What follows belongs to an exercise in optimizing a design on an open flow for small area, a short achievable clock period and few clock cycles per item; a production flow would make more cautious choices. At most, simulation tests tie the RTL to the original design; equivalence was not proved. Only the layout flow was run in run 5; the RTL was not checked for function there.

File: run.sh
#!/bin/bash
# synth_recipe.tcl (not shown) runs the flow's synth.tcl, then flattens the netlist and writes it again
# the make line also repeats each setting of config.mk as NAME=value (left out here)
make -C /OpenROAD-flow-scripts/flow DESIGN_CONFIG=/design/flow/config.mk WORK_HOME=/design/flow/orfs CLKGATE_MAP_FILE= SYNTH_SCRIPT=/design/flow/synth_recipe.tcl finish
File: config.mk
export PLATFORM = sky130hd
export DESIGN_NAME = snitch_shared_muldiv
export DESIGN_NICKNAME = snitch_shared_muldiv
export VERILOG_FILES = /design/flow/design.v
export SDC_FILE = /design/flow/constraint.sdc
export NUM_CORES = 4
export LEC_CHECK = 0
export ABC_AREA = 1
export CAP_MARGIN = 20
export CORE_MARGIN = 2
export CORE_UTILIZATION = 40
export SETUP_SLACK_MARGIN = 5
export SLEW_MARGIN = 20
File: constraint.sdc
create_clock -name core_clock -period 11.0 [get_ports {clk_i}]
set_input_delay 2.2000 -clock core_clock [delete_from_list [all_inputs] [get_ports {clk_i}]]
set_output_delay 2.2000 -clock core_clock [all_outputs]
set_load 0.01 [all_outputs]
File: design.v
module lzc #(
  parameter int unsigned WIDTH = 2,
  parameter bit          MODE  = 1'b0,   
  parameter int unsigned CNT_WIDTH = (WIDTH > 1) ? $clog2(WIDTH) : 1
) (
  input  logic [WIDTH-1:0]     in_i,
  output logic [CNT_WIDTH-1:0] cnt_o,
  output logic                 empty_o
);
  always_comb begin
    cnt_o = '0;
    if (MODE) begin
      for (int i = 0; i < WIDTH; i++) begin
        if (in_i[i]) cnt_o = CNT_WIDTH'(WIDTH - 1 - i);
      end
    end else begin
      for (int i = WIDTH - 1; i >= 0; i--) begin
        if (in_i[i]) cnt_o = CNT_WIDTH'(i);
      end
    end
  end
  assign empty_o = ~(|in_i);
endmodule
module stream_arbiter #(
  parameter int unsigned DW    = 32,
  parameter int unsigned N_INP = 2
) (
  input  logic                   clk_i,
  input  logic                   rst_ni,
  input  logic [N_INP*DW-1:0]    inp_data_i,
  input  logic [N_INP-1:0]       inp_valid_i,
  output logic [N_INP-1:0]       inp_ready_o,
  output logic [DW-1:0]          oup_data_o,
  output logic                   oup_valid_o,
  input  logic                   oup_ready_i
);
  logic lock_q, lock_d;    
  logic sel_q;             
  logic sel;
  assign sel = lock_q ? sel_q : inp_valid_i[1];
  assign oup_valid_o = inp_valid_i[sel];
  assign oup_data_o  = sel ? inp_data_i[2*DW-1:DW] : inp_data_i[DW-1:0];
  assign inp_ready_o[0] = oup_ready_i & ~sel;
  assign inp_ready_o[1] = oup_ready_i & sel;
  assign lock_d = oup_valid_o & ~oup_ready_i;
  always_ff @(posedge clk_i or negedge rst_ni) begin
    if (!rst_ni) begin
      lock_q <= 1'b0;
      sel_q  <= 1'b0;
    end else begin
      lock_q <= lock_d;
      sel_q  <= sel;
    end
  end
endmodule
module snitch_shared_muldiv #(
  parameter int unsigned IdWidth = 8,
  parameter int unsigned DataWidth = 32
) (
  input  logic                 clk_i,
  input  logic                 rst_ni,
  input  logic [31:0]          acc_qaddr_i,   
  input  logic [IdWidth-1:0]   acc_qid_i,
  input  logic [31:0]          acc_qdata_op_i,   
  input  logic [DataWidth-1:0] acc_qdata_arga_i,
  input  logic [DataWidth-1:0] acc_qdata_argb_i,
  input  logic [DataWidth-1:0] acc_qdata_argc_i,
  input  logic                 acc_qvalid_i,
  output logic                 acc_qready_o,
  output logic [DataWidth-1:0] acc_pdata_o,
  output logic [IdWidth-1:0]   acc_pid_o,
  output logic                 acc_perror_o,
  output logic                 acc_pvalid_o,
  input  logic                 acc_pready_i
);
  logic st_nega_q, st_norm_q, st_shift_q, st_dstep_q, st_mstep_q, st_fix_q, st_done_q;
  logic        out_free;
  assign out_free = acc_pready_i;
  logic idle;
  logic busy_q;   
  assign idle = ~busy_q | (st_done_q & out_free);
  logic [2:0] f3;
  assign f3 = acc_qdata_op_i[14:12];
  logic in_div, in_sdiv, in_negA, in_negB;
  assign in_div  = f3[2];
  assign in_sdiv = f3[2] & ~f3[0];                         
  assign in_negA = in_sdiv & acc_qdata_arga_i[31];
  assign in_negB = in_sdiv & acc_qdata_argb_i[31];
  logic div_q, rem_q, negA_q, negB_q, sa_q, sb_q, outh_q, bzero_q, xtra_q, mext_q;
  logic [IdWidth-1:0] id_q;
  logic [33:0] H_q;    
  logic [31:0] L_q;    
  logic [32:0] M_q;    
  logic [4:0]  cnt_q;  
  logic [4:0]  ksh_q;  
  logic        xsel_h, xsel_l, invx, one0, two0, inv0, cin0, one1, two1, inv1;
  logic        n_xh, n_xl, n_invx, n_one0, n_two0, n_inv0, n_cin0, n_one1, n_two1, n_inv1;
  logic [36:0] xop, y0, y1, csa_s, csa_c, sum;
  logic [36:0] msx;
  assign msx = {{4{M_q[32]}}, M_q};
  assign xop = (({37{xsel_h}} & {{3{H_q[33]}}, H_q}) | ({37{xsel_l}} & {5'b0, L_q})) ^ {37{invx}};
  assign y0  = (({37{one0}} & msx) | ({37{two0}} & {msx[35:0], 1'b0})) ^ {37{inv0}};
  assign y1  = (({37{one1}} & {msx[34:0], 2'b0}) | ({37{two1}} & {msx[33:0], 3'b0})) ^ {37{inv1}};
  assign csa_s = xop ^ y0 ^ y1;
  assign csa_c = {(xop[35:0] & y0[35:0]) | (xop[35:0] & y1[35:0]) | (y0[35:0] & y1[35:0]), inv1};
  assign sum = csa_s + csa_c + {36'b0, cin0};
  logic        xa, xb;
  logic [4:0]  za, zb;
  logic        za_empty, zb_empty;
  assign xa = ~div_q & sa_q & H_q[31];
  assign xb = div_q ? negB_q : (sb_q & L_q[31]);
  lzc #(.WIDTH(32), .MODE(1'b1)) i_lzc_a (.in_i(H_q[31:0] ^ {32{xa}}), .cnt_o(za), .empty_o(za_empty));
  lzc #(.WIDTH(32), .MODE(1'b1)) i_lzc_b (.in_i(L_q ^ {32{xb}}), .cnt_o(zb), .empty_o(zb_empty));
  logic [5:0] za6, zb6;
  assign za6 = za_empty ? 6'd32 : {1'b0, za};
  assign zb6 = zb_empty ? 6'd32 : {1'b0, zb};
  logic [5:0] sdiff;
  logic       bzero;
  assign sdiff = (zb_empty ? 6'd31 : {1'b0, zb}) - za6;
  assign bzero = zb_empty & ~negB_q;
  logic       swap;
  logic [5:0] zmin;
  logic [3:0] nstep;    
  assign swap  = za6 > zb6;
  assign zmin  = swap ? za6 : zb6;
  assign nstep = (zmin < 6'd3) ? 4'd8 : 4'((6'd36 - zmin) >> 2);
  logic [31:0] fhi, flo, fout;
  logic [4:0]  fk;
  assign fk  = ksh_q;
  always_comb begin
    if (st_shift_q) begin             
      fhi = {1'b0, L_q[31:1]};
      flo = {L_q[0], 31'b0};
    end else if (outh_q) begin        
      fhi = {32{H_q[33]}};
      flo = H_q[31:0];
    end else begin                    
      fhi = H_q[31:0];
      flo = L_q;
    end
  end
  logic [47:0] f16;
  logic [39:0] f8;
  logic [35:0] f4;
  logic [33:0] f2;
  assign f16  = fk[4] ? {fhi, flo[31:16]}       : {fhi[15:0], flo};
  assign f8   = fk[3] ? f16[47:8]               : f16[39:0];
  assign f4   = fk[2] ? f8[39:4]                : f8[35:0];
  assign f2   = fk[1] ? f4[35:2]                : f4[33:0];
  assign fout = fk[0] ? f2[32:1]                : f2[31:0];
  logic last_cnt;
  assign last_cnt = (cnt_q == 5'd0);
  logic negq;
  assign negq = negA_q ^ negB_q;
  assign acc_qready_o = idle;
  assign acc_pvalid_o = st_done_q;
  assign acc_perror_o = 1'b0;
  assign acc_pid_o    = id_q;
  assign acc_pdata_o  = f4[31:0];
  logic qbit;
  assign qbit = ~sum[36];
  logic n_nega, n_norm, n_shift, n_dstep, n_mstep, n_fix, n_done;
  logic [4:0] nb;   
  always_comb begin
    n_xh = 1'b0; n_xl = 1'b0; n_invx = 1'b0;
    n_one0 = 1'b0; n_two0 = 1'b0; n_inv0 = 1'b0; n_cin0 = 1'b0;
    n_one1 = 1'b0; n_two1 = 1'b0; n_inv1 = 1'b0;
    if (st_norm_q) nb = {swap ? H_q[3:0] : L_q[3:0], 1'b0};
    else if (last_cnt) nb = {4'b0000, L_q[3]};    
    else nb = L_q[7:3];
    if (n_mstep) begin
      n_xh   = 1'b1;
      n_inv0 = nb[2]; n_cin0 = nb[2];
      n_one0 = nb[1] ^ nb[0];
      n_two0 = (nb[2] & ~nb[1] & ~nb[0]) | (~nb[2] & nb[1] & nb[0]);
      n_inv1 = nb[4];
      n_one1 = nb[3] ^ nb[2];
      n_two1 = (nb[4] & ~nb[3] & ~nb[2]) | (~nb[4] & nb[3] & nb[2]);
    end
    if (n_dstep) begin
      n_xh = 1'b1; n_one0 = 1'b1; n_inv0 = ~negB_q; n_cin0 = ~negB_q;
    end
    if (n_nega) begin
      n_xh = 1'b1; n_invx = 1'b1; n_cin0 = 1'b1;
    end
    if (n_fix) begin
      if (rem_q) begin
        n_xh = 1'b1; n_invx = negA_q; n_cin0 = negA_q;
      end else if (st_norm_q & bzero) begin
        n_inv0 = 1'b1;   
      end else begin
        n_xl = 1'b1; n_invx = 1'b1; n_cin0 = 1'b1;
      end
    end
  end
  always_comb begin
    n_nega = 1'b0; n_norm = 1'b0; n_shift = 1'b0; n_dstep = 1'b0;
    n_mstep = 1'b0; n_fix = 1'b0; n_done = 1'b0;
    if (idle & acc_qvalid_i) begin
      if (in_negA) n_nega = 1'b1;
      else n_norm = 1'b1;
    end
    if (st_nega_q) n_norm = 1'b1;
    if (st_norm_q) begin
      if (!div_q) n_mstep = 1'b1;
      else if (bzero) begin
        if (rem_q ? negA_q : 1'b1) n_fix = 1'b1;
        else n_done = 1'b1;
      end else if (sdiff[5]) begin
        if (rem_q & negA_q) n_fix = 1'b1;
        else n_done = 1'b1;
      end else n_shift = 1'b1;
    end
    if (st_shift_q) n_dstep = 1'b1;
    if (st_dstep_q) begin
      if (!last_cnt) n_dstep = 1'b1;
      else if (rem_q ? negA_q : negq) n_fix = 1'b1;
      else n_done = 1'b1;
    end
    if (st_mstep_q) begin
      if (~xtra_q & (~last_cnt | mext_q)) n_mstep = 1'b1;
      else n_done = 1'b1;
    end
    if (st_fix_q) n_done = 1'b1;
    if (st_done_q & ~out_free) n_done = 1'b1;
  end
  always_ff @(posedge clk_i) begin
    xsel_h <= n_xh; xsel_l <= n_xl; invx <= n_invx;
    one0 <= n_one0; two0 <= n_two0; inv0 <= n_inv0; cin0 <= n_cin0;
    one1 <= n_one1; two1 <= n_two1; inv1 <= n_inv1;
  end
  always_ff @(posedge clk_i or negedge rst_ni) begin
    if (!rst_ni) begin
      st_nega_q <= 1'b0; st_norm_q <= 1'b0; st_shift_q <= 1'b0; st_dstep_q <= 1'b0;
      st_mstep_q <= 1'b0; st_fix_q <= 1'b0; st_done_q <= 1'b0;
      busy_q <= 1'b0;
    end else begin
      st_nega_q <= n_nega; st_norm_q <= n_norm; st_shift_q <= n_shift; st_dstep_q <= n_dstep;
      st_mstep_q <= n_mstep; st_fix_q <= n_fix; st_done_q <= n_done;
      busy_q <= n_nega | n_norm | n_shift | n_dstep | n_mstep | n_fix | n_done;
    end
  end
  always_ff @(posedge clk_i) begin
    if (idle) begin
      id_q    <= acc_qid_i;
      div_q   <= in_div;
      rem_q   <= f3[1];
      negA_q  <= in_negA;
      negB_q  <= in_negB;
      sa_q    <= ~f3[1] | ~f3[0];                  
      sb_q    <= ~f3[1];                           
      outh_q  <= in_div ? f3[1] : (f3[1] | f3[0]);   
      H_q     <= {{2{in_negA}}, acc_qdata_arga_i};
      L_q     <= acc_qdata_argb_i;
      M_q     <= {acc_qdata_arga_i[31] & (~f3[1] | ~f3[0]), acc_qdata_arga_i};
    end
    if (st_nega_q) H_q <= sum[33:0];
    if (st_norm_q) begin
      if (div_q) begin
        cnt_q   <= sdiff[4:0];
        ksh_q   <= (bzero | sdiff[5]) ? 5'd0 : ~sdiff[4:0];
        bzero_q <= bzero;
        if (bzero | sdiff[5]) L_q <= '0;
      end else begin
        cnt_q   <= {1'b0, nstep - 4'd1};
        ksh_q   <= {3'(4'd8 - nstep), 2'b00};
        mext_q  <= (zmin == 6'd0);
        xtra_q  <= 1'b0;
        H_q     <= '0;
        if (swap) begin
          L_q <= H_q[31:0];
          M_q <= {L_q[31] & sb_q, L_q};
        end
      end
    end
    if (st_shift_q) begin
      M_q <= {negB_q, fout};
      L_q <= '0;
      ksh_q <= 5'd0;
    end
    if (st_dstep_q) begin
      if (qbit) H_q <= sum[33:0];
      L_q   <= {L_q[30:0], qbit};
      M_q   <= {M_q[32], M_q[32:1]};
      cnt_q <= cnt_q - 5'd1;
    end
    if (st_mstep_q) begin
      if (xtra_q) begin
        H_q <= sum[33:0];
      end else begin
        H_q     <= {sum[36], sum[36:4]};
        L_q     <= {sum[3:0], L_q[31:4]};
        cnt_q   <= cnt_q - 5'd1;
        if (last_cnt) xtra_q <= 1'b1;
      end
    end
    if (st_fix_q) begin
      H_q    <= sum[33:0];
      outh_q <= 1'b1;
    end
  end
endmodule
==> results.cfg, run 1 <==
[status]
status = finished clean

[floorplanning]
die_w_um = 212
die-area_um2 = 44800
rows = 76
initial_core_util_pct = 40.3
core_um2 = 42800
fp.dieH_um = 212
io_pins = 215

[logic_synthesis]
syn_avg_cell_area_um2 = 6.44
ys_types = 65
synth_seq_cells = 144
synthTopCellsByCount = nand2_1, inv_1, o21ai_0, a21oi_1, xor2_1
async_flop_share_pct = 5.56
yosysTopAreaCellShare_pct = 13.9
synth_area_leaders = dfxtp_1, nand2_1, xor2_1
syn_area_um2 = 17200
ys.flop_type = dfxtp_1
syn-num-nets = 2937
syn_inst = 2678
synth.most_common_cell = nand2_1
yosysTopAreaCell = dfxtp_1
synth_edf_count = 16
yosysWarnings = 2
yosysSeqAreaShare_pct = 17.9

[clock_tree]
cts.root.buffer_cell = clkbuf_16
clock_latency_ps = 470
htree_levels = 4
clock_path_buffers = 2
cts_hold_buf = 0
cts_tree = built
path_clk_slew_ps = 70
cts.sinks = 144
cts_buffers = 17

[detailed_routing]
wl_per_cell_um = 24.6
drt_iter0_drc = 2943
drcViolationCount = 0
routed_wl_mm = 79.9
ant_nets = 0
viasPerCell = 6.14
first_pass_iters = 7
num_vias = 20000

[worst_setup_path]
path_buf_inv = 3
regToRegStartpoint = one0
critPathRequiredTime_ps = 8800
path_delay_family = compound AO/OA/AOI/OAI gates
crit_slowest_cell = clkdlybuf4s50_1
crit_path_start = outh_q
cp.arrival_ps = 3730
max_stage_delay_ps = 630
r2r_slack_ps = 5300
critPathLaunchType = flip-flop
critPathMaxFanout = 76
reg2reg_depth = 29
critical_path_class = flip-flop to output pin
r2r-end = H_q[33]
cp_cell_sequence = buf_12 -> nand2_1 -> nand2_4 -> clkinvlp_4 -> o21ai_0 -> o21ai_1 -> o21ai_1 -> nor2_1 -> a31oi_1 -> nor2_1 -> a31oi_1 -> clkdlybuf4s50_1
end_kind = output pin

[grt]
grt_start_max_net_pins = 89
use_met3_pct = 5.59
grt_pass1_vias = 18000
grt_most_used_layer = met2
use_met2_pct = 53.8
met1_usage_pct = 47.7
grt_usage_pct = 34.9
overflow = 0
grt_pass1_wl_mm = 116
antenna_found_initial = 0

[timing]
slew_violations = 0
period_share_pct = 53.9
finalClockSkew_ps = 16.8
fin_ws_ps = 5070
setup_tns_ps = 0
slew_headroom_pct = 26.9
final-hold-violation-count = 0
period_needed_ps = 5930
grt_setup_unrepaired = true
setup_viol = 0
worst_pin_slew_ps = 1100
clock.fmax_mhz = 169

[finish]
drive_gt1_share_pct = 6.09
nets = 2954
diodes = 0
stdcell_area_um2 = 19600
area_delta_synth_final_pct = 13.7

[run]
max_cap_violations = 0

[placed_design]
pre_cts_ws_ps = 4680
place_congestion = 1.00
dp_hpwl_mm = 58.8
io_buffers = 120
postPlaceCellArea_um2 = 18600

[hold_path]
hp-class = flip-flop to flip-flop
hold_depth = 1
hold_end = cnt_q[0]
worstHoldStart = cnt_q[0]
-- layout make-up --
| class | count | area, um^2 |
|---|---|---|
| timing repair buffer | 173 | 1710 |
| sequential | 144 | 3090 |
| tap | 546 | 683 |
| clock inverter | 14 | 130 |
| multi-input combinational | 2007 | 12200 |
| timing repair inverter | 5 | 37.5 |
| clock buffer | 18 | 439 |
| inverter | 347 | 1330 |
| fill | 4521 | 23200 |
-- metal layers --
metal / vias up / routed length, um / part of all wire [%]
met4: 0 / 4430 / 5.5
met3: 195 / 8180 / 10
met5: - / 0 / 0
met2: 1245 / 34800 / 44
met1: 9349 / 32500 / 41
li1: 9189 / - / -
-- what timing repair did --
action | CTS | global route
setup buffers | 4 | 21
gates resized for setup | 16 | 36
pin swaps | 1 | 1
endpoints found under the setup margin | 75 | 123
endpoints found under the hold margin | 0 | 0
cloned | 2 | 5
-- registers in the layout (all words and copies together) (netlist names), 5 cells and up --
| register | cells |
|---|---|
| L_q | 32 |
| cnt_q | 5 |
| H_q | 34 |
| ksh_q | 5 |
| M_q | 33 |
| id_q | 8 |
-- worst max-delay path by stage --
stage,end,slack (ps),depth (start not counted)
2_1_floorplan,acc_qready_o,5430,4
3_3_place_gp,L_q[31],4710,48
3_5_place_dp,H_q[4],4680,20
4_1_cts,cnt_q[1],5050,51
5_1_grt,cnt_q[1],4890,52
6_report,acc_pdata_o[29],5070,12
-- placed cells by master (no fill, tap or decap), types with 9 or more instances in the layout --
cell type and count:
xnor2_1 21, xor2_1 180, mux2i_1 15, clkdlybuf4s50_1 119
nor3_1 9, nand4_1 10, o21ai_1 26, clkbuf_16 18
clkinvlp_4 13, nand2_1 503, o21ai_0 258, inv_1 320
o22ai_1 115, nand3_1 79, a21oi_1 226, buf_4 44
inv_2 12, a31oi_1 44, a22oi_1 79, o211ai_1 94
ha_1 49, nand2_2 9, nor2_1 132, o221ai_1 33
edfxtp_1 16, dfxtp_1 118, fa_1 38
-- per-stage QoR --
stage	hold slack (ps)	util (%)	std cells
6_report	530	45.8	3254
5_1_grt	567	45.8	3254
4_1_cts	531	45.0	3228
3_5_place_dp	517	43.5	3190
3_3_place_gp	506	43.5	3190
2_1_floorplan	477	-	2678
-- kinds of logic (layout without fill, tap and decap cells) --
family	count (synthesis)	count (layout)	share of synthesized area, %
AOI/OAI and AO/OA	924	924	32.3
xor gates and xnor gates	205	205	10.5
adders and majority gates	87	87	7.97
buffers and inverters	528	557	12.0
DFF	144	144	17.9
muxes	16	16	0.929
other	1	1	0.0217
and+or+nand+nor	773	774	18.4
Testbench counts, summed over its fixed seeds: cycles 60,126, ops 8,000.
==> run 2, diff against run 1 <==
==> flow/run.sh (new file) <==
#!/bin/bash
set -e
sed 's/SETUP_SLACK_MARGIN=[0-9.]*/SETUP_SLACK_MARGIN=6/' standard.sh > standard_m.sh
bash standard_m.sh > standard.log 2>&1
==> standard.sh (new file) <==
#!/bin/bash
# synth_recipe.tcl (not shown) runs the flow's synth.tcl, then flattens the netlist and writes it again
# the make line also repeats each setting of config.mk as NAME=value (left out here)
make -C /OpenROAD-flow-scripts/flow DESIGN_CONFIG=/design/flow/config.mk WORK_HOME=/design/flow/orfs CLKGATE_MAP_FILE= SYNTH_SCRIPT=/design/flow/synth_recipe.tcl "${@:-finish}"
removed: run.sh
==> run 2 against run 1 <==
  * Still clean on timing, DRC and antenna
  * Die area unchanged
  * First-iteration DRC count up 5.3%
  * Core utilization up 7.0 points
  * Area after synthesis unchanged
  * Critical path type is now flip-flop to flip-flop
  * Largest cell class unchanged
==> results.cfg, run 2 <==
[logic_synthesis]
synthTopCellsByCount = nand2_1, inv_1, o21ai_0, a21oi_1, xor2_1
synth.most_common_cell = nand2_1
synth_seq_cells = 144
yosysTopAreaCellShare_pct = 13.9
async_flop_share_pct = 5.56
synth_area_leaders = dfxtp_1, nand2_1, xor2_1
yosysWarnings = 2
syn-num-nets = 2937
yosysSeqAreaShare_pct = 17.9
ys_types = 65
ys.flop_type = dfxtp_1
syn_avg_cell_area_um2 = 6.44
synth_edf_count = 16
yosysTopAreaCell = dfxtp_1
syn_area_um2 = 17200
syn_inst = 2678

[timing]
hold_ws_ps = 516
fin_ws_ps = 5740
clock.fmax_mhz = 190
setup_viol = 0
period_needed_ps = 5260
grt_setup_unrepaired = true
worst_pin_slew_ps = 1150
finalClockSkew_ps = 18.6
period_share_pct = 47.8
slew_violations = 0
slew_headroom_pct = 23.1
setup_tns_ps = 0
final-hold-violation-count = 0

[finish]
top_register = H_q
final_cell_mix = nand2_1, inv_1, o21ai_0, a21oi_1, xor2_1
drive_gt1_share_pct = 19.4
largest_register_ffs = 34
reg_top3 = H_q x34, M_q x33, L_q x32
area_delta_synth_final_pct = 31.0
nFillCells = 4263
layout_commonest_cell = nand2_1
nets = 3083
diodes = 0

[detailed_routing]
num_vias = 21100
first_pass_iters = 6
routed_wl_mm = 88.3
viasPerCell = 6.25
drt_iter0_drc = 3100
ant_nets = 0
drcViolationCount = 0
wl_per_cell_um = 26.1

[clock_tree]
cts_hold_buf = 0
clock_latency_ps = 470
cts_buffers = 17
cts.root.buffer_cell = clkbuf_16
cts_tree = built
cts.sinks = 144
htree_levels = 4
path_clk_slew_ps = 60
clock_path_buffers = 2

[grt]
overflow = 0
grt_usage_pct = 37.2
grt_pass1_wl_mm = 123
grt_start_max_net_pins = 85
grt_pass1_vias = 19000
antenna_found_initial = 0

[floorplanning]
die-area_um2 = 44800
core_um2 = 42800
initial_core_util_pct = 40.3
die_w_um = 212
io_pins = 215
rows = 76
fp.dieH_um = 212

[worst_setup_path]
critPathLaunchType = flip-flop
end_kind = flip-flop
critical_path_class = flip-flop to flip-flop
path_delay_family = simple AND/OR/NAND/NOR gates
max_stage_delay_ps = 570
critPathMaxFanout = 7
cp.arrival_ps = 5630
critPathRequiredTime_ps = 11370
crit_slowest_cell = edfxtp_1
path_buf_inv = 9
cp_common_cell = inv_1

[run]
max_cap_violations = 0

[placed_design]
place_congestion = 0.981
pre_cts_ws_ps = 4450
io_buffers = 120
dp_hpwl_mm = 59.6

[hold_path]
hp-class = flip-flop to flip-flop

[status]
status = finished clean
## run 2: cell counts after synthesis
Identical to the previous run, type by type.
## run 2: logic make-up (layout without fill, tap and decap cells)
logic type | count (synthesis) | in the layout | synth area share (%)
muxes | 16 | 16 | 0.929
other | 1 | 1 | 0.0217
and+or+nand+nor | 773 | 780 | 18.4
DFF | 144 | 144 | 17.9
adders and majority gates | 87 | 87 | 7.97
AOI/OAI and AO/OA | 924 | 924 | 32.3
xor gates and xnor gates | 205 | 205 | 10.5
buffers and inverters | 528 | 680 | 12.0
## run 2: final cells by class
cell class                 count  area (um^2)  area share [%]
clock buffer                  23          478            2.12
multi-input combinational   2013        13700            60.5
tap                          546          683            3.02
clock inverter                 9          155           0.687
timing repair buffer         292         2980            13.2
inverter                     347         1410            6.24
sequential                   144         3140            13.9
timing repair inverter         9         66.3           0.294
## run 2: per-stage QoR
stage	instances	util (%)	instance area, um^2
CTS	3318	48.8	20900
global route	3383	52.8	22600
global placement	3191	43.5	18600
floorplan	2678	-	17300
finish	3383	52.8	22600
detailed placement	3191	43.5	18600
## run 2: worst paths after layout
path	startpoint	end	slack [ps]	depth (start not counted)
max	sa_q	ksh_q[3]	5740	30
min	cnt_q[0]	cnt_q[0]	520	1
max reg2reg	sa_q	ksh_q[3]	5740	30
min reg2reg	cnt_q[0]	cnt_q[0]	520	1
max in group asynchronous	rst_ni	st_dstep_q	8630	1
min in group asynchronous	rst_ni	st_done_q	2040	1
## run 2: routing by layer
| layer | up-vias | global-route usage, % | routed length (um) |
|---|---|---|---|
| li1 | 9475 | - | - |
| met5 | - | 0 | 50 |
| met1 | 9864 | 47.8 | 34100 |
| met4 | 3 | 23.4 | 6550 |
| met3 | 316 | 8.00 | 10100 |
| met2 | 1487 | 56.6 | 37600 |
## run 2: timing repair
| item | in CTS | in global routing |
|---|---|---|
| cloned | 16 | 14 |
| setup endpoints to repair | 153 | 143 |
| resized for setup | 257 | 279 |
| pin swaps | 53 | 81 |
| setup buffers | 79 | 51 |
==> run 3, diff against run 2 <==
==> flow/run.sh (replaced) <==
#!/bin/bash
set -e
sed 's/SETUP_SLACK_MARGIN=[0-9.]*/SETUP_SLACK_MARGIN=5.4/' standard.sh > standard_m.sh
bash standard_m.sh > standard.log 2>&1
==> run 3 against run 2 <==
  * Still clean on timing, DRC and antenna
  * Sequential share of layout area is 1.2 points higher
  * Setup slack worse by 410 ps
  * Area after synthesis stayed put
  * First-iteration DRC count is 12% lower
  * Fmax is 7.2% lower
  * Highest routed layer is now met4
  * Register-to-register slack worse by 150 ps
  * Die area stayed put
==> results.cfg, run 3 <==
[floorplanning]
core_um2 = 42800
fp.dieH_um = 212
die-area_um2 = 44800
die_w_um = 212
io_pins = 215
rows = 76
initial_core_util_pct = 40.3

[logic_synthesis]
synth_seq_cells = 144
synth_compound_gate_area_share_pct = 32.3
synth_mux_area_share_pct = 0.929
ys_types = 65
synth_simple_gate_area_share_pct = 18.4
synthTopCellsByCount = nand2_1, inv_1, o21ai_0, a21oi_1, xor2_1
synth-adder-area-share_pct = 7.97
syn-num-nets = 2937
yosys.area_share.xor_xnor_pct = 10.5
syn_avg_cell_area_um2 = 6.44
ys.flop_type = dfxtp_1
yosysTopAreaCellShare_pct = 13.9
synth_top_family_by_area = compound AO/OA/AOI/OAI gates
yosysWarnings = 2
async_flop_share_pct = 5.56
syn_inst = 2678
synth_edf_count = 16
yosysTopAreaCell = dfxtp_1
synth.most_common_cell = nand2_1
syn_area_um2 = 17200
synth_area_leaders = dfxtp_1, nand2_1, xor2_1
yosysSeqAreaShare_pct = 17.9

[timing]
clock.fmax_mhz = 176
period_share_pct = 51.5
slew_violations = 0
finalClockSkew_ps = 14.7
worst_pin_slew_ps = 1070
grt_setup_unrepaired = true
setup_viol = 0
fin_ws_ps = 5330
slew_headroom_pct = 28.8
period_needed_ps = 5670
final-hold-violation-count = 0
setup_tns_ps = 0

[finish]
fin_util_pct = 47.9
diodes = 0
reg_top3 = H_q x34, M_q x33, L_q x32
top_register = H_q
drive_gt1_share_pct = 10.0
final_cell_mix = nand2_1, inv_1, o21ai_0, a21oi_1, xor2_1
largest_register_ffs = 34
nets = 2987
stdcell_area_um2 = 20500
fin_cells = 3287
layout_commonest_cell = nand2_1
area_delta_synth_final_pct = 18.8

[detailed_routing]
viasPerCell = 6.22
ant_nets = 0
drt_iter0_drc = 2738
wl_per_cell_um = 25.1
drcViolationCount = 0
first_pass_iters = 10
routed_wl_mm = 82.4
num_vias = 20400

[worst_setup_path]
cp_common_cell = nand2_1
critPathRequiredTime_ps = 8800
cp_cell_sequence = buf_12 -> nand2_1 -> nand2_8 -> clkinvlp_4 -> buf_4 -> o21ai_0 -> o21ai_0 -> o21ai_1 -> nand2_1 -> nand2_1 -> nand2_1 -> o21ai_1 -> clkdlybuf4s50_1
critPathLaunchType = flip-flop
critPathMaxFanout = 19
r2r_slack_ps = 5590
max_stage_delay_ps = 620
crit_slowest_cell = clkdlybuf4s50_1
cp.arrival_ps = 3470
critical_path_class = flip-flop to output pin
end_kind = output pin

[clock_tree]
path_clk_slew_ps = 70
cts.sinks = 144
clock_latency_ps = 470
cts.root.buffer_cell = clkbuf_16
htree_levels = 4
cts_buffers = 17
cts_hold_buf = 0
cts_tree = built
clock_path_buffers = 2

[grt]
grt_start_max_net_pins = 89
grt_pass1_vias = 18400
antenna_found_initial = 0
grt_usage_pct = 35.7
grt_pass1_wl_mm = 119
overflow = 0

[status]
status = finished clean

[placed_design]
io_buffers = 120
dpl.cell_count = 3190
pre_cts_ws_ps = 4680
place_congestion = 1.00
dp_hpwl_mm = 58.8
postPlaceCellArea_um2 = 18600

[hold_path]
hp-class = flip-flop to flip-flop

[run]
max_cap_violations = 0
## run 3: timing repair
action                                  4_1_cts  5_1_grt
endpoints found under the setup margin      132      137
setup buffers                                16       34
cloned                                        9        6
pin swaps                                     4       34
resized for setup                            61      122
## run 3: path summary, 6_finish.rpt
kind                           from              end  depth (start not counted)
min in group asynchronous    rst_ni         st_fix_q                          1
min                        cnt_q[0]         cnt_q[0]                          1
min reg2reg                cnt_q[0]         cnt_q[0]                          1
max                          outh_q  acc_pdata_o[14]                         13
max reg2reg                  L_q[3]          H_q[31]                         29
max in group asynchronous    rst_ni       st_dstep_q                          1
## run 3: worst max-delay path: cells and delay by family, from the launching register on
family	cells	cell delay [ps]
flip-flops	1	430
AND/OR/NAND/NOR	5	580
buffers and inverters	4	1220
AO/OA/AOI/OAI	4	770
## run 3: through the flow
stage | hold slack, ps
floorplan | 477
global placement | 506
detailed placement | 517
CTS | 531
global route | 567
finish | 529
## run 3: area by class of cell
class,count,area [um^2]
inverters,347,1360
well taps,546,683
flip-flops and latches,144,3100
fillers,4427,22300
clock buffers,18,439
repair buffers,202,2060
multi-input cells,2009,12700
clock inverters,14,130
repair inverters,7,50.0
## run 3: per-layer routing
| layer | routed length (um) | track usage [%] | vias to the layer above |
|---|---|---|---|
| met4 | 4870 | 18.6 | 0 |
| met2 | 35600 | 54.4 | 1348 |
| li1 | - | - | 9274 |
| met3 | 8660 | 6.30 | 220 |
| met5 | 0 | 0 | - |
| met1 | 33300 | 48.2 | 9590 |
## run 3: cell families (layout without fill, tap and decap cells)
kind of cell / count (synthesis) / count (layout)
adder cells (fa/ha/maj): 87 / 87
AND/OR/NAND/NOR: 773 / 776
XOR/XNOR: 205 / 205
buffers and inverters: 528 / 588
other: 1 / 1
AO/OA/AOI/OAI: 924 / 924
multiplexers: 16 / 16
flip-flops: 144 / 144
==> run 4, diff against run 3 <==
==> flow/run.sh (replaced) <==
#!/bin/bash
set -e
sed 's/SETUP_SLACK_MARGIN=[0-9.]*/SETUP_SLACK_MARGIN=5.5/' standard.sh > standard_m.sh
bash standard_m.sh > standard.log 2>&1
==> run 4 against run 3 <==
  * Still clean
  * Critical path depth shrank 3
  * First-iteration DRC count grew 0.88%
  * Setup slack gained 190 ps
  * Cell area grew 1.5%
  * Fmax grew 3.5%
  * Area after synthesis is the same
  * Count of clock-buffer cells in the layout shrank 1
  * Global-route usage grew 0.33 points
  * Die area is the same
  * Final cell count grew 0.49%
  * Critical path type unchanged
  * Critical endpoint is now acc_pdata_o[19]
==> results.cfg, run 4 <==
[grt]
overflow = 0
grt_pass1_wl_mm = 119
grt_start_max_net_pins = 85
antenna_found_initial = 1
grt_pass1_vias = 18200
grt_usage_pct = 36.0

[placed_design]
dpl.cell_count = 3189
place_congestion = 0.983
io_buffers = 120
dp_hpwl_mm = 60.0

[floorplanning]
die_w_um = 212
initial_core_util_pct = 40.3
rows = 76
core_um2 = 42800
die-area_um2 = 44800
io_pins = 215
fp.dieH_um = 212

[worst_setup_path]
critPathMaxFanout = 33
regToRegStartpoint = xsel_h
critPathLaunchType = flip-flop
critPathRequiredTime_ps = 8800
end_kind = output pin
r2r_slack_ps = 5580
r2r-end = H_q[12]
reg2reg_depth = 20
cp.arrival_ps = 3280
critical_path_class = flip-flop to output pin

[finish]
reg_top3 = H_q x34, M_q x33, L_q x32
area_delta_synth_final_pct = 20.6
largest_register_ffs = 34
diodes = 0
top_register = H_q
fin_cells = 3303
drive_gt1_share_pct = 11.9
final_cell_mix = nand2_1, inv_1, o21ai_0, a21oi_1, xor2_1
nets = 3003
layout_commonest_cell = nand2_1
nFillCells = 4369

[hold_path]
hold_end = cnt_q[0]
worstHoldStart = cnt_q[0]
hold_depth = 1
hp-class = flip-flop to flip-flop

[detailed_routing]
viasPerCell = 6.20
routed_wl_mm = 83.7
wl_per_cell_um = 25.4
drcViolationCount = 0
num_vias = 20500
ant_nets = 0
drt_iter0_drc = 2762
first_pass_iters = 6

[clock_tree]
cts.root.buffer_cell = clkbuf_16
path_clk_slew_ps = 60
cts_tree = built
htree_levels = 4
cts_hold_buf = 0
cts.sinks = 144
cts_buffers = 17
clock_latency_ps = 470
clock_path_buffers = 2

[timing]
period_share_pct = 49.8
setup_viol = 0
slew_violations = 0
period_needed_ps = 5480
setup_tns_ps = 0
finalClockSkew_ps = 11.6
final-hold-violation-count = 0
slew_headroom_pct = 25.1
clock.fmax_mhz = 183
grt_setup_unrepaired = true
worst_pin_slew_ps = 1120

[logic_synthesis]
synth_edf_count = 16
yosysTopAreaCell = dfxtp_1
synthTopCellsByCount = nand2_1, inv_1, o21ai_0, a21oi_1, xor2_1
synth_seq_cells = 144
syn_avg_cell_area_um2 = 6.44
async_flop_share_pct = 5.56
synth_area_leaders = dfxtp_1, nand2_1, xor2_1
yosysTopAreaCellShare_pct = 13.9
syn_inst = 2678
ys.flop_type = dfxtp_1
yosysWarnings = 2
syn-num-nets = 2937
synth.most_common_cell = nand2_1
syn_area_um2 = 17200
ys_types = 65
yosysSeqAreaShare_pct = 17.9

[run]
max_cap_violations = 0

[status]
status = finished clean
-- run 4: cell families after synthesis --
family	Yosys count	share of synthesized area, %
fa+ha+maj	87	7.97
flops	144	17.9
mux	16	0.929
other cells	1	0.0217
xor+xnor	205	10.5
buf+inv	528	12.0
compound gates	924	32.3
simple gates	773	18.4
-- run 4: worst max-delay path by stage --
stage	start	endpoint	slack, ps	cells after the start
final	st_shift_q	acc_pdata_o[19]	5520	10
after global routing	div_q	ksh_q[3]	5300	49
after CTS	H_q[33]	acc_pdata_o[28]	5470	10
after detailed placement	div_q	L_q[31]	4590	47
after global placement	one1	H_q[30]	4600	21
after floorplan	acc_pready_i	acc_qready_o	5640	4
-- run 4: final cells by class --
class	count	area [um^2]	share of cell area, %
Clock inverter	15	149	0.716
Tap cell	546	683	3.29
Timing Repair Buffer	213	2080	10.0
Sequential cell	144	3100	14.9
Timing Repair inverter	10	70.1	0.337
Inverter	347	1360	6.54
Multi-Input combinational cell	2011	12900	62.2
Clock buffer	17	425	2.05
-- run 4: stage by stage --
step           worst slack, ps  utilization [%]  cell area, um^2  hold slack, ps
6_report                  5520             48.6            20800             525
5_1_grt                   5300             48.6            20800             555
4_1_cts                   5470             45.9            19600             526
3_5_place_dp              4590             43.4            18600             515
3_3_place_gp              4600             43.4            18600             504
2_1_floorplan             5640                -            17300             477
-- run 4: worst max-delay path, stage by stage (launching register included) --
cell	delay (ps)
dfrtp_1	400
clkbuf_8	360
a21oi_1	70
o21ai_0	110
o21ai_0	330
o21ai_0	340
nor2_1	70
a31oi_1	210
nand2_1	80
o21ai_1	230
clkdlybuf4s50_1	610
-- run 4: what timing repair did --
action,4_1_cts,5_1_grt
gates cloned,11,5
pin swaps,4,46
resized for setup,59,174
buffers inserted,16,50
setup endpoints to repair,145,138
-- run 4: metal layers --
layer	track usage, %	vias to the layer above	part of all wire (%)
met3	5.52	257	10
met5	0	-	0.012
li1	-	9288	-
met1	48.3	9611	40
met4	23.6	2	7.5
met2	53.7	1331	42
==> run 5, diff against run 4 <==
--- a/design.v
+++ b/design.v
@@ -74,10 +74,13 @@
   input  logic                 acc_pready_i
 );
-  logic st_nega_q, st_norm_q, st_shift_q, st_dstep_q, st_mstep_q, st_fix_q, st_done_q;
+  logic st_nega_q, st_norm_q, st_dstep_q, st_mstep_q, st_fix_q, st_done_q;
+  logic        ovalid_q;
+  logic [31:0] odata_q;
+  logic [IdWidth-1:0] oid_q;
   logic        out_free;
-  assign out_free = acc_pready_i;
+  assign out_free = ~ovalid_q | acc_pready_i;
   logic idle;
-  logic busy_q;   
-  assign idle = ~busy_q | (st_done_q & out_free);
+  assign idle = ~(st_nega_q | st_norm_q | st_dstep_q | st_mstep_q |
+                  st_fix_q | (st_done_q & ~out_free));
   logic [2:0] f3;
   assign f3 = acc_qdata_op_i[14:12];
@@ -127,7 +130,7 @@
   logic [31:0] fhi, flo, fout;
   logic [4:0]  fk;
-  assign fk  = ksh_q;
+  assign fk  = st_norm_q ? ~sdiff[4:0] : ksh_q;
   always_comb begin
-    if (st_shift_q) begin             
+    if (st_norm_q) begin              
       fhi = {1'b0, L_q[31:1]};
       flo = {L_q[0], 31'b0};
@@ -154,11 +157,11 @@
   assign negq = negA_q ^ negB_q;
   assign acc_qready_o = idle;
-  assign acc_pvalid_o = st_done_q;
+  assign acc_pvalid_o = ovalid_q;
   assign acc_perror_o = 1'b0;
-  assign acc_pid_o    = id_q;
-  assign acc_pdata_o  = f4[31:0];
+  assign acc_pid_o    = oid_q;
+  assign acc_pdata_o  = odata_q;
   logic qbit;
   assign qbit = ~sum[36];
-  logic n_nega, n_norm, n_shift, n_dstep, n_mstep, n_fix, n_done;
+  logic n_nega, n_norm, n_dstep, n_mstep, n_fix, n_done;
   logic [4:0] nb;   
   always_comb begin
@@ -195,5 +198,5 @@
   end
   always_comb begin
-    n_nega = 1'b0; n_norm = 1'b0; n_shift = 1'b0; n_dstep = 1'b0;
+    n_nega = 1'b0; n_norm = 1'b0; n_dstep = 1'b0;
     n_mstep = 1'b0; n_fix = 1'b0; n_done = 1'b0;
     if (idle & acc_qvalid_i) begin
@@ -210,7 +213,6 @@
         if (rem_q & negA_q) n_fix = 1'b1;
         else n_done = 1'b1;
-      end else n_shift = 1'b1;
+      end else n_dstep = 1'b1;
     end
-    if (st_shift_q) n_dstep = 1'b1;
     if (st_dstep_q) begin
       if (!last_cnt) n_dstep = 1'b1;
@@ -232,14 +234,19 @@
   always_ff @(posedge clk_i or negedge rst_ni) begin
     if (!rst_ni) begin
-      st_nega_q <= 1'b0; st_norm_q <= 1'b0; st_shift_q <= 1'b0; st_dstep_q <= 1'b0;
+      st_nega_q <= 1'b0; st_norm_q <= 1'b0; st_dstep_q <= 1'b0;
       st_mstep_q <= 1'b0; st_fix_q <= 1'b0; st_done_q <= 1'b0;
-      busy_q <= 1'b0;
+      ovalid_q <= 1'b0;
     end else begin
-      st_nega_q <= n_nega; st_norm_q <= n_norm; st_shift_q <= n_shift; st_dstep_q <= n_dstep;
+      st_nega_q <= n_nega; st_norm_q <= n_norm; st_dstep_q <= n_dstep;
       st_mstep_q <= n_mstep; st_fix_q <= n_fix; st_done_q <= n_done;
-      busy_q <= n_nega | n_norm | n_shift | n_dstep | n_mstep | n_fix | n_done;
+      if (st_done_q & out_free) ovalid_q <= 1'b1;
+      else if (acc_pready_i) ovalid_q <= 1'b0;
     end
   end
   always_ff @(posedge clk_i) begin
+    if (st_done_q & out_free) begin
+      odata_q <= fout;
+      oid_q   <= id_q;
+    end
     if (idle) begin
       id_q    <= acc_qid_i;
@@ -259,7 +266,8 @@
       if (div_q) begin
         cnt_q   <= sdiff[4:0];
-        ksh_q   <= (bzero | sdiff[5]) ? 5'd0 : ~sdiff[4:0];
+        ksh_q   <= 5'd0;
         bzero_q <= bzero;
-        if (bzero | sdiff[5]) L_q <= '0;
+        M_q     <= {negB_q, fout};
+        L_q     <= '0;
       end else begin
         cnt_q   <= {1'b0, nstep - 4'd1};
@@ -274,9 +282,4 @@
       end
     end
-    if (st_shift_q) begin
-      M_q <= {negB_q, fout};
-      L_q <= '0;
-      ksh_q <= 5'd0;
-    end
     if (st_dstep_q) begin
       if (qbit) H_q <= sum[33:0];
@@ -296,6 +299,6 @@
     end
     if (st_fix_q) begin
-      H_q    <= sum[33:0];
-      outh_q <= 1'b1;
+      if (rem_q) H_q <= sum[33:0];
+      else L_q <= sum[31:0];
     end
   end
==> run.sh (new file) <==
#!/bin/bash
# synth_recipe.tcl (not shown) runs the flow's synth.tcl, then flattens the netlist and writes it again
# the make line also repeats each setting of config.mk as NAME=value (left out here)
make -C /OpenROAD-flow-scripts/flow DESIGN_CONFIG=/design/flow/config.mk WORK_HOME=/design/flow/orfs CLKGATE_MAP_FILE= SYNTH_SCRIPT=/design/flow/synth_recipe.tcl finish
removed: flow/run.sh
removed: standard.sh
==> run 5 against run 4 <==
  * Non-clock buffer count is 42 higher
  * Via count up 4.4%
  * Count of clock-buffer cells in the layout unchanged
  * Highest routed layer is now met4
  * Global-route usage up 1.2 points
  * First-iteration DRC count is 6.9% higher
  * Synthesized cell count up 3.4%
  * Area after synthesis grew 6.9%
  * Setup slack got worse by 750 ps
  * Clock skew is essentially flat
  * Flip-flop and latch count up 37
==> results.cfg, run 5 <==
[clock_tree]
cts.sinks = 181
clock_path_buffers = 2
cts.root.buffer_cell = clkbuf_16
clock_latency_ps = 480
cts_hold_buf = 0
path_clk_slew_ps = 80
htree_levels = 4
cts_buffers = 17
cts_tree = built

[placed_design]
pre_cts_ws_ps = 2800
postPlaceCellArea_um2 = 20000
place_congestion = 1.01
dp_hpwl_mm = 67.2
io_buffers = 120
dpl.cell_count = 3362

[grt]
grt_start_max_net_pins = 87
grt_pass1_wl_mm = 130
grt_most_used_layer = met2
grt_pass1_vias = 19500
use_met2_pct = 55.5
antenna_found_initial = 2
use_met3_pct = 8.23
overflow = 0
grt_usage_pct = 37.2
met1_usage_pct = 50.7

[timing]
period_share_pct = 56.6
hold_ws_ps = 422
grt_setup_unrepaired = true
period_needed_ps = 6230
slew_violations = 0
finalClockSkew_ps = 11.4
final-hold-violation-count = 0
clock.fmax_mhz = 161
setup_tns_ps = 0
slew_headroom_pct = 23.4
fin_ws_ps = 4770
setup_viol = 0
worst_pin_slew_ps = 1140

[worst_setup_path]
cp.arrival_ps = 6630
max_stage_delay_ps = 470
crit_slowest_cell = edfxtp_1
end_kind = flip-flop
reg2reg_depth = 57
critPathRequiredTime_ps = 11400
critical_path_class = flip-flop to flip-flop
critPathLaunchType = flip-flop
critPathMaxFanout = 7
cp_common_cell = nand2_1

[detailed_routing]
drt_iter0_drc = 2952
ant_nets = 0
routed_wl_mm = 91.3
viasPerCell = 6.13
first_pass_iters = 7
wl_per_cell_um = 26.2
num_vias = 21400
drcViolationCount = 0

[logic_synthesis]
syn_inst = 2770
syn-num-nets = 3030
ys.flop_type = dfxtp_1
ys_types = 59
async_flop_share_pct = 3.87
synth.most_common_cell = nand2_1
yosysWarnings = 2
yosysTopAreaCellShare_pct = 12.4
synthTopCellsByCount = nand2_1, o21ai_0, inv_1, xor2_1, a21oi_1
synth_area_leaders = dfxtp_1, nand2_1, edfxtp_1
syn_avg_cell_area_um2 = 6.65
syn_area_um2 = 18400
synth_seq_cells = 181
yosysSeqAreaShare_pct = 23.1
synth_edf_count = 60
yosysTopAreaCell = dfxtp_1

[finish]
nets = 3138
drive_gt1_share_pct = 14.9
reg_top3 = H_q x34, M_q x33
final_cell_mix = nand2_1, inv_1, o21ai_0, xor2_1, a21oi_1
area_delta_synth_final_pct = 24.2
layout_commonest_cell = nand2_1
stdcell_area_um2 = 22900
fin_cells = 3491
top_register = H_q
nFillCells = 4566
largest_register_ffs = 34
diodes = 0

[floorplanning]
die-area_um2 = 47800
io_pins = 215
core_um2 = 45400
initial_core_util_pct = 40.6
die_w_um = 219
fp.dieH_um = 219
rows = 78

[hold_path]
hold_depth = 0
hp-class = flip-flop to flip-flop

[run]
max_cap_violations = 0

[status]
status = finished clean
-- run 5: cell types whose count changed after synthesis, moves of 10 or more --
cell / before / now
o21ai_0: 271 / 358
o211ai_1: 94 / 44
a21oi_1: 227 / 174
nand2_1: 506 / 566
o22ai_1: 115 / 168
o221ai_1: 33 / 7
a31oi_1: 44 / 54
edfxtp_1: 16 / 60
a22oi_1: 79 / 36
a221oi_1: 4 / 17
-- run 5: timing repair --
action                     in CTS  in global routing
buffers inserted               41                 45
gates resized for setup       203                178
pin swaps                      18                 43
setup endpoints to repair     142                130
gates cloned                    8                  3
-- run 5: path summary, 6_finish.rpt --
check                        endpoint    start  slack, ps
max                            M_q[7]    div_q       4770
min                          oid_q[7]  id_q[7]        420
max reg2reg                    M_q[7]    div_q       4770
min reg2reg                  oid_q[7]  id_q[7]        420
max in group asynchronous   st_norm_q   rst_ni       8750
min in group asynchronous  st_mstep_q   rst_ni       1980
-- run 5: worst max-delay path: cells and delay by family (launching register included) --
family          cells  cell delay, ps
simple gates       35            2400
compound gates      7            1070
buf+inv            10            1240
xor+xnor            2             310
fa+ha+maj           2             520
mux                 1             110
flops               1             470
-- run 5: cell type report --
type / count / area [um^2] / area share, %
clock buffer: 17 / 425 / 1.86
clock inverter: 15 / 188 / 0.820
inverter: 358 / 1410 / 6.14
multi-input combinational: 2063 / 13200 / 57.9
sequential: 181 / 4290 / 18.8
tap: 600 / 751 / 3.28
timing repair buffer: 255 / 2570 / 11.2
timing repair inverter: 2 / 15.0 / 0.0656
-- run 5: per-stage QoR --
stage	util, %
after floorplan	-
after global placement	44.1
after detailed placement	44.1
after CTS	47.9
after global routing	50.4
final	50.4
-- run 5: kinds of logic after synthesis --
kind of cell	synth area share [%]
XOR/XNOR	9.46
AO/OA/AOI/OAI	29.3
adder cells (fa/ha/maj)	7.52
buffers and inverters	11.3
AND/OR/NAND/NOR	18.4
multiplexers	0.923
other	0.0204
flip-flops	23.1
-- run 5: routing by layer --
metal / part of all wire (%) / up-vias
li1: - / 9631
met1: 41 / 10200
met2: 43 / 1330
met3: 11 / 234
met4: 5.1 / 0
met5: 0 / -
==> run 6, diff against run 5 <==
--- a/design.v
+++ b/design.v
@@ -74,13 +74,10 @@
   input  logic                 acc_pready_i
 );
-  logic st_nega_q, st_norm_q, st_dstep_q, st_mstep_q, st_fix_q, st_done_q;
-  logic        ovalid_q;
-  logic [31:0] odata_q;
-  logic [IdWidth-1:0] oid_q;
+  logic st_nega_q, st_norm_q, st_shift_q, st_dstep_q, st_mstep_q, st_fix_q, st_done_q;
   logic        out_free;
-  assign out_free = ~ovalid_q | acc_pready_i;
+  assign out_free = acc_pready_i;
   logic idle;
-  assign idle = ~(st_nega_q | st_norm_q | st_dstep_q | st_mstep_q |
-                  st_fix_q | (st_done_q & ~out_free));
+  logic busy_q;   
+  assign idle = ~busy_q | (st_done_q & out_free);
   logic [2:0] f3;
   assign f3 = acc_qdata_op_i[14:12];
@@ -90,5 +87,5 @@
   assign in_negA = in_sdiv & acc_qdata_arga_i[31];
   assign in_negB = in_sdiv & acc_qdata_argb_i[31];
-  logic div_q, rem_q, negA_q, negB_q, sa_q, sb_q, outh_q, bzero_q, xtra_q, mext_q;
+  logic div_q, rem_q, negA_q, negB_q, sa_q, sb_q, outh_q, xtra_q, mext_q, first_q;
   logic [IdWidth-1:0] id_q;
   logic [33:0] H_q;    
@@ -122,15 +119,14 @@
   assign sdiff = (zb_empty ? 6'd31 : {1'b0, zb}) - za6;
   assign bzero = zb_empty & ~negB_q;
+  logic [3:0] ma, mb;
   logic       swap;
-  logic [5:0] zmin;
-  logic [3:0] nstep;    
-  assign swap  = za6 > zb6;
-  assign zmin  = swap ? za6 : zb6;
-  assign nstep = (zmin < 6'd3) ? 4'd8 : 4'((6'd36 - zmin) >> 2);
+  assign ma   = (za6 < 6'd3) ? 4'd8 : 4'((6'd36 - za6) >> 2);
+  assign mb   = (zb6 < 6'd3) ? 4'd8 : 4'((6'd36 - zb6) >> 2);
+  assign swap = ({1'b0, ma} + 5'd1) < {1'b0, mb};
   logic [31:0] fhi, flo, fout;
   logic [4:0]  fk;
-  assign fk  = st_norm_q ? ~sdiff[4:0] : ksh_q;
+  assign fk  = ksh_q;
   always_comb begin
-    if (st_norm_q) begin              
+    if (st_shift_q) begin             
       fhi = {1'b0, L_q[31:1]};
       flo = {L_q[0], 31'b0};
@@ -157,11 +153,11 @@
   assign negq = negA_q ^ negB_q;
   assign acc_qready_o = idle;
-  assign acc_pvalid_o = ovalid_q;
+  assign acc_pvalid_o = st_done_q;
   assign acc_perror_o = 1'b0;
-  assign acc_pid_o    = oid_q;
-  assign acc_pdata_o  = odata_q;
+  assign acc_pid_o    = id_q;
+  assign acc_pdata_o  = f4[31:0];
   logic qbit;
   assign qbit = ~sum[36];
-  logic n_nega, n_norm, n_dstep, n_mstep, n_fix, n_done;
+  logic n_nega, n_norm, n_shift, n_dstep, n_mstep, n_fix, n_done;
   logic [4:0] nb;   
   always_comb begin
@@ -169,9 +165,10 @@
     n_one0 = 1'b0; n_two0 = 1'b0; n_inv0 = 1'b0; n_cin0 = 1'b0;
     n_one1 = 1'b0; n_two1 = 1'b0; n_inv1 = 1'b0;
-    if (st_norm_q) nb = {swap ? H_q[3:0] : L_q[3:0], 1'b0};
-    else if (last_cnt) nb = {4'b0000, L_q[3]};    
+    if (idle) nb = {acc_qdata_argb_i[3:0], 1'b0};
+    else if (first_q & swap) nb = {H_q[3:0], 1'b0};
+    else if (~first_q & last_cnt) nb = {4'b0000, L_q[3]};    
     else nb = L_q[7:3];
     if (n_mstep) begin
-      n_xh   = 1'b1;
+      n_xh   = ~idle;   
       n_inv0 = nb[2]; n_cin0 = nb[2];
       n_one0 = nb[1] ^ nb[0];
@@ -198,14 +195,14 @@
   end
   always_comb begin
-    n_nega = 1'b0; n_norm = 1'b0; n_dstep = 1'b0;
+    n_nega = 1'b0; n_norm = 1'b0; n_shift = 1'b0; n_dstep = 1'b0;
     n_mstep = 1'b0; n_fix = 1'b0; n_done = 1'b0;
     if (idle & acc_qvalid_i) begin
-      if (in_negA) n_nega = 1'b1;
+      if (!in_div) n_mstep = 1'b1;
+      else if (in_negA) n_nega = 1'b1;
       else n_norm = 1'b1;
     end
     if (st_nega_q) n_norm = 1'b1;
     if (st_norm_q) begin
-      if (!div_q) n_mstep = 1'b1;
-      else if (bzero) begin
+      if (bzero) begin
         if (rem_q ? negA_q : 1'b1) n_fix = 1'b1;
         else n_done = 1'b1;
@@ -213,6 +210,7 @@
         if (rem_q & negA_q) n_fix = 1'b1;
         else n_done = 1'b1;
-      end else n_dstep = 1'b1;
+      end else n_shift = 1'b1;
     end
+    if (st_shift_q) n_dstep = 1'b1;
     if (st_dstep_q) begin
       if (!last_cnt) n_dstep = 1'b1;
@@ -221,5 +219,8 @@
     end
     if (st_mstep_q) begin
-      if (~xtra_q & (~last_cnt | mext_q)) n_mstep = 1'b1;
+      if (first_q) begin
+        if (swap | (mb != 4'd1)) n_mstep = 1'b1;
+        else n_done = 1'b1;
+      end else if (~xtra_q & (~last_cnt | mext_q)) n_mstep = 1'b1;
       else n_done = 1'b1;
     end
@@ -234,19 +235,14 @@
   always_ff @(posedge clk_i or negedge rst_ni) begin
     if (!rst_ni) begin
-      st_nega_q <= 1'b0; st_norm_q <= 1'b0; st_dstep_q <= 1'b0;
+      st_nega_q <= 1'b0; st_norm_q <= 1'b0; st_shift_q <= 1'b0; st_dstep_q <= 1'b0;
       st_mstep_q <= 1'b0; st_fix_q <= 1'b0; st_done_q <= 1'b0;
-      ovalid_q <= 1'b0;
+      busy_q <= 1'b0;
     end else begin
-      st_nega_q <= n_nega; st_norm_q <= n_norm; st_dstep_q <= n_dstep;
+      st_nega_q <= n_nega; st_norm_q <= n_norm; st_shift_q <= n_shift; st_dstep_q <= n_dstep;
       st_mstep_q <= n_mstep; st_fix_q <= n_fix; st_done_q <= n_done;
-      if (st_done_q & out_free) ovalid_q <= 1'b1;
-      else if (acc_pready_i) ovalid_q <= 1'b0;
+      busy_q <= n_nega | n_norm | n_shift | n_dstep | n_mstep | n_fix | n_done;
     end
   end
   always_ff @(posedge clk_i) begin
-    if (st_done_q & out_free) begin
-      odata_q <= fout;
-      oid_q   <= id_q;
-    end
     if (idle) begin
       id_q    <= acc_qid_i;
@@ -261,24 +257,17 @@
       L_q     <= acc_qdata_argb_i;
       M_q     <= {acc_qdata_arga_i[31] & (~f3[1] | ~f3[0]), acc_qdata_arga_i};
+      first_q <= 1'b1;
+      xtra_q  <= 1'b0;
     end
     if (st_nega_q) H_q <= sum[33:0];
     if (st_norm_q) begin
-      if (div_q) begin
-        cnt_q   <= sdiff[4:0];
-        ksh_q   <= 5'd0;
-        bzero_q <= bzero;
-        M_q     <= {negB_q, fout};
-        L_q     <= '0;
-      end else begin
-        cnt_q   <= {1'b0, nstep - 4'd1};
-        ksh_q   <= {3'(4'd8 - nstep), 2'b00};
-        mext_q  <= (zmin == 6'd0);
-        xtra_q  <= 1'b0;
-        H_q     <= '0;
-        if (swap) begin
-          L_q <= H_q[31:0];
-          M_q <= {L_q[31] & sb_q, L_q};
-        end
-      end
+      cnt_q   <= sdiff[4:0];
+      ksh_q   <= (bzero | sdiff[5]) ? 5'd0 : ~sdiff[4:0];
+      if (bzero | sdiff[5]) L_q <= '0;
+    end
+    if (st_shift_q) begin
+      M_q <= {negB_q, fout};
+      L_q <= '0;
+      ksh_q <= 5'd0;
     end
     if (st_dstep_q) begin
@@ -288,5 +277,18 @@
       cnt_q <= cnt_q - 5'd1;
     end
-    if (st_mstep_q) begin
+    if (st_mstep_q & first_q & swap) begin
+      first_q <= 1'b0;
+      cnt_q   <= {1'b0, ma - 4'd1};
+      ksh_q   <= {3'(4'd8 - ma), 2'b00};
+      mext_q  <= 1'b0;
+      H_q     <= '0;
+      L_q     <= H_q[31:0];
+      M_q     <= {L_q[31] & sb_q, L_q};
+    end else if (st_mstep_q) begin
+      if (first_q) begin
+        first_q <= 1'b0;
+        ksh_q   <= {3'(4'd8 - mb), 2'b00};
+        mext_q  <= (zb6 == 6'd0);
+      end
       if (xtra_q) begin
         H_q <= sum[33:0];
@@ -294,11 +296,11 @@
         H_q     <= {sum[36], sum[36:4]};
         L_q     <= {sum[3:0], L_q[31:4]};
-        cnt_q   <= cnt_q - 5'd1;
-        if (last_cnt) xtra_q <= 1'b1;
+        cnt_q   <= first_q ? {1'b0, mb - 4'd2} : cnt_q - 5'd1;
+        if (~first_q & last_cnt) xtra_q <= 1'b1;
       end
     end
     if (st_fix_q) begin
-      if (rem_q) H_q <= sum[33:0];
-      else L_q <= sum[31:0];
+      H_q    <= sum[33:0];
+      outh_q <= 1'b1;
     end
   end
==> flow/run.sh (new file) <==
#!/bin/bash
set -e
sed 's/SETUP_SLACK_MARGIN=[0-9.]*/SETUP_SLACK_MARGIN=5.5/' standard.sh > standard_m.sh
bash standard_m.sh > standard.log 2>&1
==> standard.sh (new file) <==
#!/bin/bash
# synth_recipe.tcl (not shown) runs the flow's synth.tcl, then flattens the netlist and writes it again
# the make line also repeats each setting of config.mk as NAME=value (left out here)
make -C /OpenROAD-flow-scripts/flow DESIGN_CONFIG=/design/flow/config.mk WORK_HOME=/design/flow/orfs CLKGATE_MAP_FILE= SYNTH_SCRIPT=/design/flow/synth_recipe.tcl "${@:-finish}"
removed: run.sh
==> run 6 against run 5 <==
  * Worst hold slack better by 95 ps
  * Cell area is 5.9% lower
  * Non-clock buffer count is 15 lower
  * Routed wire length is 12% lower
  * First-iteration DRC count is 2.0% lower
  * Count of clock-buffer cells in the layout is 1 higher
  * Register-to-register slack better by 660 ps
  * Area after synthesis is 6.8% lower
  * Global-route usage is 3.7 points lower
  * Die area is 6.7% lower
  * Largest cell class unchanged
==> results.cfg, run 6 <==
[grt]
grt_pass1_vias = 18200
grt_pass1_wl_mm = 112
grt_start_max_net_pins = 94
overflow = 0
grt_usage_pct = 33.5
antenna_found_initial = 1

[finish]
drive_gt1_share_pct = 14.9
multi_input_area_um2 = 12800
seqCellArea_um2 = 3430
largest_register_ffs = 34
fin_cells = 3271
final_cell_mix = nand2_1, inv_1, nor2_1, o21ai_0, xor2_1
area_delta_synth_final_pct = 25.4
fin_util_pct = 51.1
nFillCells = 4086
layout_commonest_cell = nand2_1
reg_top3 = H_q x34, M_q x33, L_q x32
top_register = H_q
nets = 2978

[timing]
worst_pin_slew_ps = 1160
final-hold-violation-count = 0
setup_viol = 0
finalClockSkew_ps = 11.2
setup_tns_ps = 0
slew_headroom_pct = 22.3
fin_ws_ps = 5430
slew_violations = 0
grt_setup_unrepaired = true
period_needed_ps = 5570
period_share_pct = 50.7
clock.fmax_mhz = 179

[logic_synthesis]
syn-num-nets = 2874
syn_avg_cell_area_um2 = 6.57
synth_edf_count = 47
async_flop_share_pct = 5.52
synth_area_leaders = nand2_1, dfxtp_1, xor2_1
yosysTopAreaCellShare_pct = 10.8
synth_seq_cells = 145
synth.most_common_cell = nand2_1
synthTopCellsByCount = nand2_1, inv_1, nor2_1, o21ai_0, xor2_1
syn_area_um2 = 17200
syn_inst = 2614
ys.flop_type = dfxtp_1
yosysWarnings = 2
yosysSeqAreaShare_pct = 19.9
ys_types = 62
yosysTopAreaCell = nand2_1

[status]
status = finished clean

[detailed_routing]
wl_per_cell_um = 24.5
first_pass_iters = 6
routed_wl_mm = 80.2
viasPerCell = 6.16
drcViolationCount = 0
num_vias = 20200
ant_nets = 0
drt_iter0_drc = 2894

[worst_setup_path]
critPathMaxFanout = 5
reg2reg_depth = 31
end_kind = flip-flop
r2r-end = H_q[0]
critical_path_class = flip-flop to flip-flop
r2r_slack_ps = 5430
cp.arrival_ps = 5950
critPathRequiredTime_ps = 11370
max_stage_delay_ps = 530
regToRegStartpoint = L_q[6]
crit_slowest_cell = dfxtp_1
critPathLaunchType = flip-flop

[placed_design]
pre_cts_ws_ps = 3560
place_congestion = 0.994
dp_hpwl_mm = 56.2
dpl.cell_count = 3132
io_buffers = 120

[hold_path]
hold_depth = 2
hp-class = flip-flop to flip-flop
worstHoldStart = mext_q
hold_end = mext_q

[clock_tree]
htree_levels = 4
clock_path_buffers = 2
cts.sinks = 145
cts_tree = built
clock_latency_ps = 460
cts_buffers = 17
cts.root.buffer_cell = clkbuf_16
path_clk_slew_ps = 70

[floorplanning]
io_pins = 215
core_um2 = 42100
rows = 75
die-area_um2 = 44600
die_w_um = 211
initial_core_util_pct = 40.8
fp.dieH_um = 211

[run]
max_cap_violations = 0
run 6: changes by cell type after synthesis, sizes merged, moves of 13 or more:
cell	change
o221ai	+30
nand2	-69
o22ai	-32
inv	-24
o21ai	-75
a21oi	-53
clkbuf	-20
a211oi	+24
a221oi	-16
dfxtp	-24
buf	+20
edfxtp	-13
nand3	-26
nor2	+117
run 6: cells by family after synthesis:
logic type / after synthesis / share of synthesized area (%)
buffers and inverters: 502 / 12.0
and+or+nand+nor: 845 / 19.8
adders and majority gates: 88 / 8.07
AOI/OAI and AO/OA: 800 / 28.0
other: 1 / 0.0218
xor gates and xnor gates: 205 / 10.5
DFF: 145 / 19.9
muxes: 28 / 1.63
run 6: worst max path at each step:
| stage | from | endpoint | slack, ps | cells past startpoint |
|---|---|---|---|---|
| 6_report | L_q[6] | H_q[0] | 5430 | 31 |
| 5_1_grt | xsel_h | H_q[0] | 5120 | 35 |
| 4_1_cts | st_shift_q | acc_pdata_o[24] | 5460 | 12 |
| 3_5_place_dp | xsel_h | H_q[15] | 3560 | 34 |
| 3_3_place_gp | xsel_h | H_q[15] | 3720 | 31 |
| 2_1_floorplan | div_q | M_q[0] | 5500 | 50 |
run 6: layer usage:
metal,wire [um],track usage (%)
met2,34200,50.2
met4,4430,14.0
met3,9630,7.88
met5,55,0
met1,31900,46.0
run 6: repair_timing:
action                                  in CTS  in global routing
pin swaps                                   17                 58
endpoints found under the setup margin     184                183
gates cloned                                 9                 22
buffers inserted                            26                 49
resized for setup                          131                208
hold buffers                                 0                  0
run 6: stage by stage:
| stage | cell area, um^2 | hold slack, ps |
|---|---|---|
| after global placement | 18500 | 479 |
| after detailed placement | 18500 | 492 |
| after floorplan | 17200 | 456 |
| after CTS | 19900 | 507 |
| final | 21500 | 517 |
| after global routing | 21500 | 545 |
run 6: critical path, delay by kind of cell, from the launching register on:
kind / cells / cell delay (ps)
DFF: 1 / 530
buffers and inverters: 4 / 580
adders and majority gates: 2 / 810
AOI/OAI and AO/OA: 17 / 2450
xor gates and xnor gates: 2 / 390
and+or+nand+nor: 6 / 710
run 6: cell type report:
class	count	share of cell area (%)
Antenna cell	1	0.0116
Clock buffer	18	2.04
Clock inverter	14	0.819
Inverter	331	6.21
Multi-Input combinational cell	1971	59.4
Sequential cell	145	15.9
Tap cell	539	3.13
Timing Repair Buffer	240	11.8
Timing Repair inverter	12	0.569
Testbench counts of run 6, summed over its fixed seeds: cycles 57,940, ops 8,000.

static timing again, ports no longer ideal:
How much do the figures lean on ideal ports? The routed layouts below were timed once more, with nothing changed but the port constraints. Step 1: set_driving_cell puts a clkbuf_16 on clk_i and a buf_2 on each other input, an assumption about the parent block. Step 2 moves the port delays by t, midway between the first and last clock arrival at a register: inputs arrive t later, outputs are due t later. That takes back most of the time a late clock gives input paths. a / b / c = ideal ports / drivers / drivers and shift; a / b = the first two.
| run | t, ns | setup slack, ns | worst data-port slew with drivers (ns) | pins driven straight from the clock port |
|---|---|---|---|---|
| run 1 | 0.517 | 5.070 / 5.012 / 5.067 | 0.05 | 1 |
| run 2 | 0.518 | 5.738 / 5.738 / 5.712 | 0.05 | 1 |
| run 3 | 0.522 | 5.332 / 5.272 / 5.482 | 0.05 | 1 |
| run 4 | 0.522 | 5.522 / 5.466 / 5.577 | 0.05 | 1 |
| run 5 | 0.528 | 4.771 / 4.771 / 4.771 | 0.05 | 1 |
| run 6 | 0.516 | 5.427 / 5.427 / 5.427 | 0.04 | 1 |
After both steps every run listed still meets setup and hold. For run 2, which loses most, drivers alone change the setup slack by 0.000 ns; drivers and shift together by -0.026 ns.
